This is an optimization exercise on Yosys and OpenROAD, whose aim is a short achievable clock period and few clock cycles, not a production implementation.
RTL that was checked went through simulation tests only; none was proved equivalent to the original.
Power is estimated from default activity; no workload was simulated.

==> trial 40: inputs <==
// theProcessor
module theProcessor(clk,
                    rst,
                    imem_addr,
                    imem_rdata,
                    dmem_addr,
                    dmem_wdata,
                    dmem_we,
                    dmem_rdata);
==> flow/config.mk <==
export PLATFORM = sky130hd
export DESIGN_NAME = theProcessor
export DESIGN_NICKNAME = theProcessor
export VERILOG_FILES = /design/flow/design.v
export SDC_FILE = /design/flow/constraint.sdc
export NUM_CORES = 4
export LEC_CHECK = 0
export ABC_CLOCK_PERIOD_IN_PS = 2500
export CAP_MARGIN = 20
export CORE_MARGIN = 2
export CORE_UTILIZATION = 40
export SETUP_SLACK_MARGIN = 5
export SLEW_MARGIN = 20
export TNS_END_PERCENT = 100
==> flow/constraint.sdc <==
create_clock -name core_clock -period 9.0 [get_ports {clk}]
set_input_delay 1.8000 -clock core_clock [delete_from_list [all_inputs] [get_ports {clk}]]
set_output_delay 1.8000 -clock core_clock [all_outputs]
set_load 0.01 [all_outputs]
run.sh (not shown) runs the stock make flow with config.mk's settings and CLKGATE_MAP_FILE= SYNTH_SCRIPT=/design/flow/synth_recipe.tcl, a recipe that flattens the netlist after the stock synthesis.
==> trial 12: changes against trial 40 <==
ABC_CLOCK_PERIOD_IN_PS = 1000   (was 2500)
==> build 73: changes against trial 40 <==
==> flow/flow/run.sh (new file) <==
#!/bin/bash
set -euo pipefail
bash standard.sh SETUP_SLACK_MARGIN=6 finish > standard_flow.log 2>&1
==> flow/standard.sh (new file) <==
#!/bin/bash
# synth_recipe.tcl (not shown) runs the flow's synth.tcl, then flattens the netlist and writes it again
# the make line also repeats each setting of config.mk as NAME=value (left out here)
make -C /OpenROAD-flow-scripts/flow DESIGN_CONFIG=/design/flow/config.mk WORK_HOME=/design/flow/orfs CLKGATE_MAP_FILE= SYNTH_SCRIPT=/design/flow/synth_recipe.tcl "${@:-finish}"
ABC_CLOCK_PERIOD_IN_PS = 1000   (was 2500)
removed: flow/run.sh
==> summary of the runs <==
- In die area, trial 40 and trial 12 do not differ.
- In flip-flop and latch count, build 73 and trial 40 do not differ.
- In sequential power, trial 12 and trial 40 hardly differ.
- Maximum frequency: trial 12 is higher than build 73 (2.0%).
Testbench counts of trial 40, summed over its fixed seeds: cycles 14,362.
Testbench counts of trial 12, summed over its fixed seeds: cycles 14,362.
Testbench counts of build 73, summed over its fixed seeds: cycles 14,362.

========
==> job 6126: inputs <==
theProcessor, a different RTL version from the one above (not shown whole).
export LEC_CHECK = 0
export ABC_CLOCK_PERIOD_IN_PS = 1000
export CAP_MARGIN = 20
export CORE_MARGIN = 2
export CORE_UTILIZATION = 40
export SETUP_SLACK_MARGIN = 5
export SLEW_MARGIN = 20
export TNS_END_PERCENT = 100
create_clock -name core_clock -period 9.0 [get_ports {clk}]
standard.sh (not shown) runs the stock make flow with config.mk's settings and CLKGATE_MAP_FILE= SYNTH_SCRIPT=/design/flow/synth_recipe.tcl, a recipe that flattens the netlist after the stock synthesis.
==> flow/flow/run.sh <==
#!/bin/bash
set -euo pipefail
bash standard.sh SETUP_SLACK_MARGIN=6 finish > standard_flow.log 2>&1
==> inputs of job 3126, as changes to job 6126 <==
--- a/flow/design.v
+++ b/flow/design.v
@@ -201,141 +201,145 @@
     input rst;
    output [31:0] imem_addr;
     input [31:0] imem_rdata;
    output [31:0] dmem_addr;
    output [31:0] dmem_wdata;
    output dmem_we;
     input [31:0] dmem_rdata;
    reg  [31:0] pc;
+   reg  [31:0] pc_o;          
    reg         id_valid;
    reg  [31:0] id_ir;
    reg  [31:0] id_pc;
    reg         ex_we;         
    reg         ex_lw;
    reg         ex_sw;
    reg         ex_br;         
    reg  [4:0]  ex_dst;
-   reg  [31:0] ex_a;
-   reg  [31:0] ex_b;
-   reg  [31:0] ex_imm;
+   reg  [31:0] ex_a;          
+   reg  [31:0] ex_b;          
+   reg  [31:0] ex_bx;         
+   reg  [31:0] ex_sd;         
    reg  [31:0] ex_target;
    reg         ex_sub;        
    reg         ex_slt;
    reg         ex_and;
    reg         ex_or;
    reg         ex_add;        
-   reg         ex_a_id, ex_a_mem, ex_a_wb;
-   reg         ex_b_id, ex_b_mem, ex_b_wb, ex_b_imm;
-   reg         ex_s_id, ex_s_mem, ex_s_wb, ex_s_ld;
+   reg         ex_fa;         
+   reg         ex_fb;         
+   reg         ex_fs;         
+   reg         ex_fs_ld;      
    reg         mem_we;
    reg         mem_lw;
    reg         mem_sw;
    reg  [4:0]  mem_dst;
    reg  [31:0] mem_res;
    reg  [31:0] mem_wdata;
    reg         wb_we;
    reg  [4:0]  wb_dst;
    reg  [31:0] wb_val;
    reg  [31:0] rf [1:31];
-   reg  [7:0]  fold_v;
-   reg  [31:5] fold_key [0:7];
-   reg  [31:2] fold_tgt [0:7];
-   reg  [31:0] last_pc;       
+   reg  [3:0]  fold_v;
+   reg  [31:4] fold_key [0:3];
+   reg  [31:2] fold_tgt [0:3];
    reg         last_seq;      
+   reg         fw_go;         
+   reg  [31:2] fw_at;
    wire [29:0] pc_w4;
    assign pc_w4 = pc[31:2] + 30'd1;
    wire [31:0] pc4 = {pc_w4, 2'b00};
    wire [5:0]  f_op = imem_rdata[31:26];
    wire        f_uncond = ~f_op[5] & f_op[2] &
                           (imem_rdata[25:21] == imem_rdata[20:16]) &
                           (|imem_rdata[15:0]);
    wire [29:0] f_tw;
    ks_add #(30) f_add (.a(pc[31:2]), .b({{14{imem_rdata[15]}}, imem_rdata[15:0]}),
                        .cin(1'b1), .s(f_tw));
    wire [31:0] f_target = {f_tw, 2'b00};
-   wire [2:0]  fi = pc[4:2];
-   wire        fold_hit = fold_v[fi] & (fold_key[fi] == pc[31:5]);
+   wire [1:0]  fi = pc[3:2];
+   wire        fold_hit = fold_v[fi] & (fold_key[fi] == pc[31:4]);
    wire [31:0] fold_target = {fold_tgt[fi], 2'b00};
-   wire [2:0]  wi = last_pc[4:2];
    wire [5:0]  op  = id_ir[31:26];
    wire [4:0]  rs  = id_ir[25:21];
    wire [4:0]  rt  = id_ir[20:16];
    wire [4:0]  rd  = id_ir[15:11];
    wire [5:0]  fn  = id_ir[5:0];
    wire [31:0] sext = {{16{id_ir[15]}}, id_ir[15:0]};
    wire is_r   = ~op[5] & ~op[2];
    wire is_beq = ~op[5] &  op[2];
    wire is_lw  =  op[5] & ~op[3];
    wire is_sw  =  op[5] &  op[3];
    wire is_mem = op[5];
    wire imm_nz    = |id_ir[15:0];
    wire br_cond   = is_beq & (rs != rt);
    wire [4:0] dst = is_r ? rd : rt;
    wire       we  = (is_r | is_lw) & (dst != 5'd0);
+   wire       sub = is_r & (fn[1] | fn[3]);
    wire use_rt = is_r | br_cond;
    wire [29:0] id_tw;
    ks_add #(30) id_add (.a(id_pc[31:2]), .b(sext[29:0]), .cin(1'b1), .s(id_tw));
    wire [31:0] id_target = {id_tw, 2'b00};
-   wire [31:0] rf_rs = (rs == 5'd0) ? 32'd0 : rf[rs];
-   wire [31:0] rf_rt = (rt == 5'd0) ? 32'd0 : rf[rt];
-   wire [31:0] rs_val = (wb_we & (wb_dst == rs)) ? wb_val : rf_rs;
-   wire [31:0] rt_val = (wb_we & (wb_dst == rt)) ? wb_val : rf_rt;
    wire rs_ex  = ex_we & (ex_dst == rs);
    wire rs_mem = mem_we & (mem_dst == rs);
+   wire rs_wb  = wb_we & (wb_dst == rs);
    wire rt_ex  = ex_we & (ex_dst == rt);
    wire rt_mem = mem_we & (mem_dst == rt);
-   wire [31:0] a = ({32{ex_a_id}}  & ex_a) |
-                   ({32{ex_a_mem}} & mem_res) |
-                   ({32{ex_a_wb}}  & wb_val);
-   wire [31:0] b = ({32{ex_b_id}}  & ex_b) |
-                   ({32{ex_b_mem}} & mem_res) |
-                   ({32{ex_b_wb}}  & wb_val) |
-                   ({32{ex_b_imm}} & ex_imm);
-   wire [31:0] sdata = ({32{ex_s_id}}  & ex_b) |
-                       ({32{ex_s_mem}} & mem_res) |
-                       ({32{ex_s_wb}}  & wb_val) |
-                       ({32{ex_s_ld}}  & dmem_rdata);
+   wire rt_wb  = wb_we & (wb_dst == rt);
+   wire [31:0] mem_val = mem_lw ? dmem_rdata : mem_res;
+   wire [31:0] rf_rs = (rs == 5'd0) ? 32'd0 : rf[rs];
+   wire [31:0] rf_rt = (rt == 5'd0) ? 32'd0 : rf[rt];
+   wire [31:0] rs_val = rs_mem ? mem_val : rs_wb ? wb_val : rf_rs;
+   wire [31:0] rt_val = rt_mem ? mem_val : rt_wb ? wb_val : rf_rt;
+   wire [31:0] b_val  = is_mem ? sext : rt_val;
+   wire [31:0] a  = ex_fa ? mem_res : ex_a;
+   wire [31:0] bo = ex_fb ? mem_res : ex_b;                    
+   wire [31:0] bx = ex_fb ? (mem_res ^ {32{ex_sub}}) : ex_bx;    
+   wire [31:0] sdata = ex_fs_ld ? dmem_rdata : ex_fs ? mem_res : ex_sd;
    wire [31:0] sum;
-   ks_add #(32) alu_add (.a(a), .b(b ^ {32{ex_sub}}), .cin(ex_sub), .s(sum));
-   wire        lt  = (a[31] ^ b[31]) ? a[31] : sum[31];
+   ks_add #(32) alu_add (.a(a), .b(bx), .cin(ex_sub), .s(sum));
+   wire        lt  = (a[31] ^ bo[31]) ? a[31] : sum[31];
    wire [31:0] res = ({32{ex_add}} & sum) |
-                     ({32{ex_and}} & (a & b)) |
-                     ({32{ex_or}}  & (a | b)) |
+                     ({32{ex_and}} & (a & bo)) |
+                     ({32{ex_or}}  & (a | bo)) |
                      {31'd0, ex_slt & lt};
    wire eq_ii = (ex_a == ex_b);
-   wire eq_im = (ex_a == mem_res);
-   wire eq_iw = (ex_a == wb_val);
    wire eq_mi = (mem_res == ex_b);
-   wire eq_mw = (mem_res == wb_val);
-   wire eq_wi = (wb_val == ex_b);
-   wire ex_eq = (ex_a_id  & ex_b_id  & eq_ii) |
-                (ex_a_id  & ex_b_mem & eq_im) |
-                (ex_a_id  & ex_b_wb  & eq_iw) |
-                (ex_a_mem & ex_b_id  & eq_mi) |
-                (ex_a_mem & ex_b_mem) |
-                (ex_a_mem & ex_b_wb  & eq_mw) |
-                (ex_a_wb  & ex_b_id  & eq_wi) |
-                (ex_a_wb  & ex_b_mem & eq_mw) |
-                (ex_a_wb  & ex_b_wb);
-   wire ex_taken    = ex_br & ex_eq;
-   wire ex_redirect = ex_taken;
-   wire id_live  = id_valid & ~ex_taken;
+   wire eq_im = (ex_a == mem_res);
+   wire ex_eq = (~ex_fa & ~ex_fb & eq_ii) |
+                ( ex_fa & ~ex_fb & eq_mi) |
+                (~ex_fa &  ex_fb & eq_im) |
+                ( ex_fa &  ex_fb);
+   wire ex_redirect = ex_br & ex_eq;
+   wire id_live  = id_valid & ~ex_redirect;
    wire load_use = id_live & ex_lw & (rs_ex | (use_rt & rt_ex));
    wire id_go    = id_live & ~load_use;      
-   assign imem_addr  = pc;
+   wire s_ex   = ex_redirect;
+   wire s_hold = ~ex_redirect & load_use;
+   wire s_f    = ~ex_redirect & ~load_use & f_uncond;
+   wire s_fold = ~ex_redirect & ~load_use & ~f_uncond & fold_hit;
+   wire s_seq  = ~ex_redirect & ~load_use & ~f_uncond & ~fold_hit;
+   wire [31:0] pc_o_next = ({32{s_ex}}   & ex_target) |
+                           ({32{s_hold}} & pc_o) |
+                           ({32{s_fold}} & fold_target) |
+                           ({32{s_seq}}  & pc4) |
+                           ({32{s_f}}    & f_target);
+   assign imem_addr  = pc_o;
    assign dmem_addr  = mem_res;
    assign dmem_wdata = mem_wdata;
    assign dmem_we    = mem_sw;
    always @(posedge clk or posedge rst) begin
       if (rst) begin
          pc       <= 32'd0;
+         pc_o     <= 32'd0;
          id_valid <= 1'b0;
-         fold_v   <= 8'd0;
+         fold_v   <= 4'd0;
          last_seq <= 1'b0;
+         fw_go    <= 1'b0;
          ex_we    <= 1'b0;
          ex_lw    <= 1'b0;
          ex_sw    <= 1'b0;
          ex_br    <= 1'b0;
          mem_we   <= 1'b0;
          mem_lw   <= 1'b0;
          mem_sw   <= 1'b0;
          wb_we    <= 1'b0;
@@ -353,58 +357,54 @@
             pc       <= fold_target;
             id_valid <= 1'b1;
             last_seq <= 1'b0;
          end else begin
             pc       <= pc4;
             id_valid <= 1'b1;
             last_seq <= 1'b1;
          end
-         if (f_uncond & last_seq) fold_v[wi] <= 1'b1;
+         pc_o  <= pc_o_next;
+         fw_go <= s_f & last_seq;
+         if (fw_go) fold_v[fw_at[3:2]] <= 1'b1;
          ex_we <= id_go & we;
          ex_lw <= id_go & is_lw;
          ex_sw <= id_go & is_sw;
          ex_br <= id_go & br_cond & imm_nz;
          mem_we <= ex_we;
          mem_lw <= ex_lw;
          mem_sw <= ex_sw;
          wb_we  <= mem_we;
       end
    end
    always @(posedge clk) begin
       if (~load_use) begin
-         id_ir <= imem_rdata;
-         id_pc <= pc;
-         last_pc <= pc;
+         id_ir   <= imem_rdata;
+         id_pc   <= pc;
       end
-      if (f_uncond & last_seq) begin
-         fold_key[wi] <= last_pc[31:5];
-         fold_tgt[wi] <= f_target[31:2];
+      fw_at <= id_pc[31:2];
+      if (fw_go) begin
+         fold_key[fw_at[3:2]] <= fw_at[31:4];
+         fold_tgt[fw_at[3:2]] <= pc[31:2];
       end
       ex_dst    <= dst;
       ex_a      <= rs_val;
-      ex_b      <= rt_val;
-      ex_imm    <= sext;
+      ex_b      <= b_val;
+      ex_bx     <= b_val ^ {32{sub}};
+      ex_sd     <= rt_val;
       ex_target <= id_target;
-      ex_sub    <= is_r & (fn[1] | fn[3]);
+      ex_sub    <= sub;
       ex_slt    <= is_r & fn[3];
       ex_and    <= is_r & ~fn[3] & fn[2] & ~fn[0];
       ex_or     <= is_r & ~fn[3] & fn[2] & fn[0];
       ex_add    <= is_mem | (is_r & ~fn[3] & ~fn[2]);
-      ex_a_mem  <= rs_ex;
-      ex_a_wb   <= ~rs_ex & rs_mem;
-      ex_a_id   <= ~rs_ex & ~rs_mem;
-      ex_b_imm  <= is_mem;
-      ex_b_mem  <= ~is_mem & rt_ex;
-      ex_b_wb   <= ~is_mem & ~rt_ex & rt_mem;
-      ex_b_id   <= ~is_mem & ~rt_ex & ~rt_mem;
-      ex_s_ld   <= rt_ex & ex_lw;
-      ex_s_mem  <= rt_ex & ~ex_lw;
-      ex_s_wb   <= ~rt_ex & rt_mem;
-      ex_s_id   <= ~rt_ex & ~rt_mem;
+      ex_fa     <= rs_ex;
+      ex_fb     <= rt_ex & ~is_mem;
+      ex_fs     <= rt_ex & ~ex_lw;
+      ex_fs_ld  <= rt_ex & ex_lw;
       mem_dst   <= ex_dst;
       mem_res   <= res;
       mem_wdata <= sdata;
       wb_dst    <= mem_dst;
-      wb_val    <= mem_lw ? dmem_rdata : mem_res;
+      wb_val    <= mem_val;
       if (wb_we) rf[wb_dst] <= wb_val;
    end
 endmodule
==> flow/flow/run.sh (replaced) <==
#!/bin/bash
set -euo pipefail
bash standard.sh SETUP_SLACK_MARGIN=5.7 finish > standard_flow.log 2>&1
==> inputs of job 3946, as changes to job 6126 <==
--- a/flow/design.v
+++ b/flow/design.v
@@ -208,16 +208,17 @@
    reg  [31:0] pc;
    reg         id_valid;
    reg  [31:0] id_ir;
    reg  [31:0] id_pc;
    reg         ex_we;         
    reg         ex_lw;
    reg         ex_sw;
    reg         ex_br;         
+   reg         ex_k1;         
    reg  [4:0]  ex_dst;
    reg  [31:0] ex_a;
    reg  [31:0] ex_b;
    reg  [31:0] ex_imm;
    reg  [31:0] ex_target;
    reg         ex_sub;        
    reg         ex_slt;
    reg         ex_and;
@@ -231,36 +232,27 @@
    reg         mem_sw;
    reg  [4:0]  mem_dst;
    reg  [31:0] mem_res;
    reg  [31:0] mem_wdata;
    reg         wb_we;
    reg  [4:0]  wb_dst;
    reg  [31:0] wb_val;
    reg  [31:0] rf [1:31];
-   reg  [7:0]  fold_v;
-   reg  [31:5] fold_key [0:7];
-   reg  [31:2] fold_tgt [0:7];
-   reg  [31:0] last_pc;       
-   reg         last_seq;      
    wire [29:0] pc_w4;
    assign pc_w4 = pc[31:2] + 30'd1;
    wire [31:0] pc4 = {pc_w4, 2'b00};
    wire [5:0]  f_op = imem_rdata[31:26];
    wire        f_uncond = ~f_op[5] & f_op[2] &
                           (imem_rdata[25:21] == imem_rdata[20:16]) &
                           (|imem_rdata[15:0]);
    wire [29:0] f_tw;
    ks_add #(30) f_add (.a(pc[31:2]), .b({{14{imem_rdata[15]}}, imem_rdata[15:0]}),
                        .cin(1'b1), .s(f_tw));
    wire [31:0] f_target = {f_tw, 2'b00};
-   wire [2:0]  fi = pc[4:2];
-   wire        fold_hit = fold_v[fi] & (fold_key[fi] == pc[31:5]);
-   wire [31:0] fold_target = {fold_tgt[fi], 2'b00};
-   wire [2:0]  wi = last_pc[4:2];
    wire [5:0]  op  = id_ir[31:26];
    wire [4:0]  rs  = id_ir[25:21];
    wire [4:0]  rt  = id_ir[20:16];
    wire [4:0]  rd  = id_ir[15:11];
    wire [5:0]  fn  = id_ir[5:0];
    wire [31:0] sext = {{16{id_ir[15]}}, id_ir[15:0]};
    wire is_r   = ~op[5] & ~op[2];
    wire is_beq = ~op[5] &  op[2];
@@ -312,78 +304,64 @@
                 (ex_a_id  & ex_b_wb  & eq_iw) |
                 (ex_a_mem & ex_b_id  & eq_mi) |
                 (ex_a_mem & ex_b_mem) |
                 (ex_a_mem & ex_b_wb  & eq_mw) |
                 (ex_a_wb  & ex_b_id  & eq_wi) |
                 (ex_a_wb  & ex_b_mem & eq_mw) |
                 (ex_a_wb  & ex_b_wb);
    wire ex_taken    = ex_br & ex_eq;
-   wire ex_redirect = ex_taken;
+   wire ex_redirect = ex_taken & ~(ex_k1 & id_valid);
    wire id_live  = id_valid & ~ex_taken;
    wire load_use = id_live & ex_lw & (rs_ex | (use_rt & rt_ex));
    wire id_go    = id_live & ~load_use;      
    assign imem_addr  = pc;
    assign dmem_addr  = mem_res;
    assign dmem_wdata = mem_wdata;
    assign dmem_we    = mem_sw;
    always @(posedge clk or posedge rst) begin
       if (rst) begin
          pc       <= 32'd0;
          id_valid <= 1'b0;
-         fold_v   <= 8'd0;
-         last_seq <= 1'b0;
          ex_we    <= 1'b0;
          ex_lw    <= 1'b0;
          ex_sw    <= 1'b0;
          ex_br    <= 1'b0;
          mem_we   <= 1'b0;
          mem_lw   <= 1'b0;
          mem_sw   <= 1'b0;
          wb_we    <= 1'b0;
       end else begin
          if (ex_redirect) begin
             pc       <= ex_target;
             id_valid <= 1'b0;
-            last_seq <= 1'b0;
          end else if (load_use) begin
          end else if (f_uncond) begin
             pc       <= f_target;
             id_valid <= 1'b0;
-            last_seq <= 1'b0;
-         end else if (fold_hit) begin
-            pc       <= fold_target;
-            id_valid <= 1'b1;
-            last_seq <= 1'b0;
          end else begin
             pc       <= pc4;
             id_valid <= 1'b1;
-            last_seq <= 1'b1;
          end
-         if (f_uncond & last_seq) fold_v[wi] <= 1'b1;
          ex_we <= id_go & we;
          ex_lw <= id_go & is_lw;
          ex_sw <= id_go & is_sw;
          ex_br <= id_go & br_cond & imm_nz;
          mem_we <= ex_we;
          mem_lw <= ex_lw;
          mem_sw <= ex_sw;
          wb_we  <= mem_we;
       end
    end
    always @(posedge clk) begin
       if (~load_use) begin
          id_ir <= imem_rdata;
          id_pc <= pc;
-         last_pc <= pc;
-      end
-      if (f_uncond & last_seq) begin
-         fold_key[wi] <= last_pc[31:5];
-         fold_tgt[wi] <= f_target[31:2];
       end
+      ex_k1     <= id_ir[15:0] == 16'd1;
       ex_dst    <= dst;
       ex_a      <= rs_val;
       ex_b      <= rt_val;
       ex_imm    <= sext;
       ex_target <= id_target;
       ex_sub    <= is_r & (fn[1] | fn[3]);
       ex_slt    <= is_r & fn[3];
       ex_and    <= is_r & ~fn[3] & fn[2] & ~fn[0];
==> comparison <==
Against job 3126, the critical path depth of job 6126 is higher by 1. In job 3946 the count of clock-buffer cells in the layout is lower than in job 3126, by 54. Clock power: job 3946 < job 3126 < job 6126. Of job 3126 and job 3946, job 3946 has the higher global-route usage (gap 0.82 points). Area after synthesis, lowest first: job 3946, job 3126, job 6126. Flip-flop and latch count, lowest first: job 3946, job 3126, job 6126. The highest non-clock buffer count belongs to job 6126, the lowest to job 3126. Register-to-register slack: job 3126 > job 3946 > job 6126. Power, highest first: job 6126, job 3126, job 3946. The lowest worst setup slack belongs to job 6126, the highest to job 3946.
Function was not checked in any run of this note: the RTL went through the layout flow alone.

afterwards: timing with drivers on the ports:
The flow's constraints put no driver on any port. The routed layouts listed below were extracted and timed again, unchanged, in two steps. Step 1: set_driving_cell puts a clkbuf_16 on clk and a buf_2 on each other input, an assumption about the parent block. Step 2, shift: input delay + t, output delay - t, t = (earliest + latest rising clock arrival at the registers) / 2. This alone moves slack from input paths to output paths. Slacks: ideal ports / drivers / drivers and shift; pairs: ideal ports / drivers.
| run | t, ns | setup slack, ns | slew at the worst register clock pin (ns) |
|---|---|---|---|
| trial 40 | 0.837 | 4.048 / 4.076 / 3.239 | 0.07 / 0.07 |
| trial 12 | 0.837 | 4.048 / 4.076 / 3.239 | 0.07 / 0.07 |
| build 73 | 0.867 | 3.948 / 3.983 / 3.116 | 0.07 / 0.07 |
| job 6126 | 0.911 | 5.177 / 5.212 / 4.301 | 0.07 / 0.07 |
| job 3126 | 0.899 | 5.283 / 5.312 / 4.413 | 0.06 / 0.06 |
| job 3946 | 0.847 | 5.418 / 5.418 / 4.723 | 0.07 / 0.07 |
After both steps setup and hold are still met in every run listed. For job 6126, which loses most, drivers alone change the setup slack by +0.035 ns; drivers and shift together by -0.876 ns.
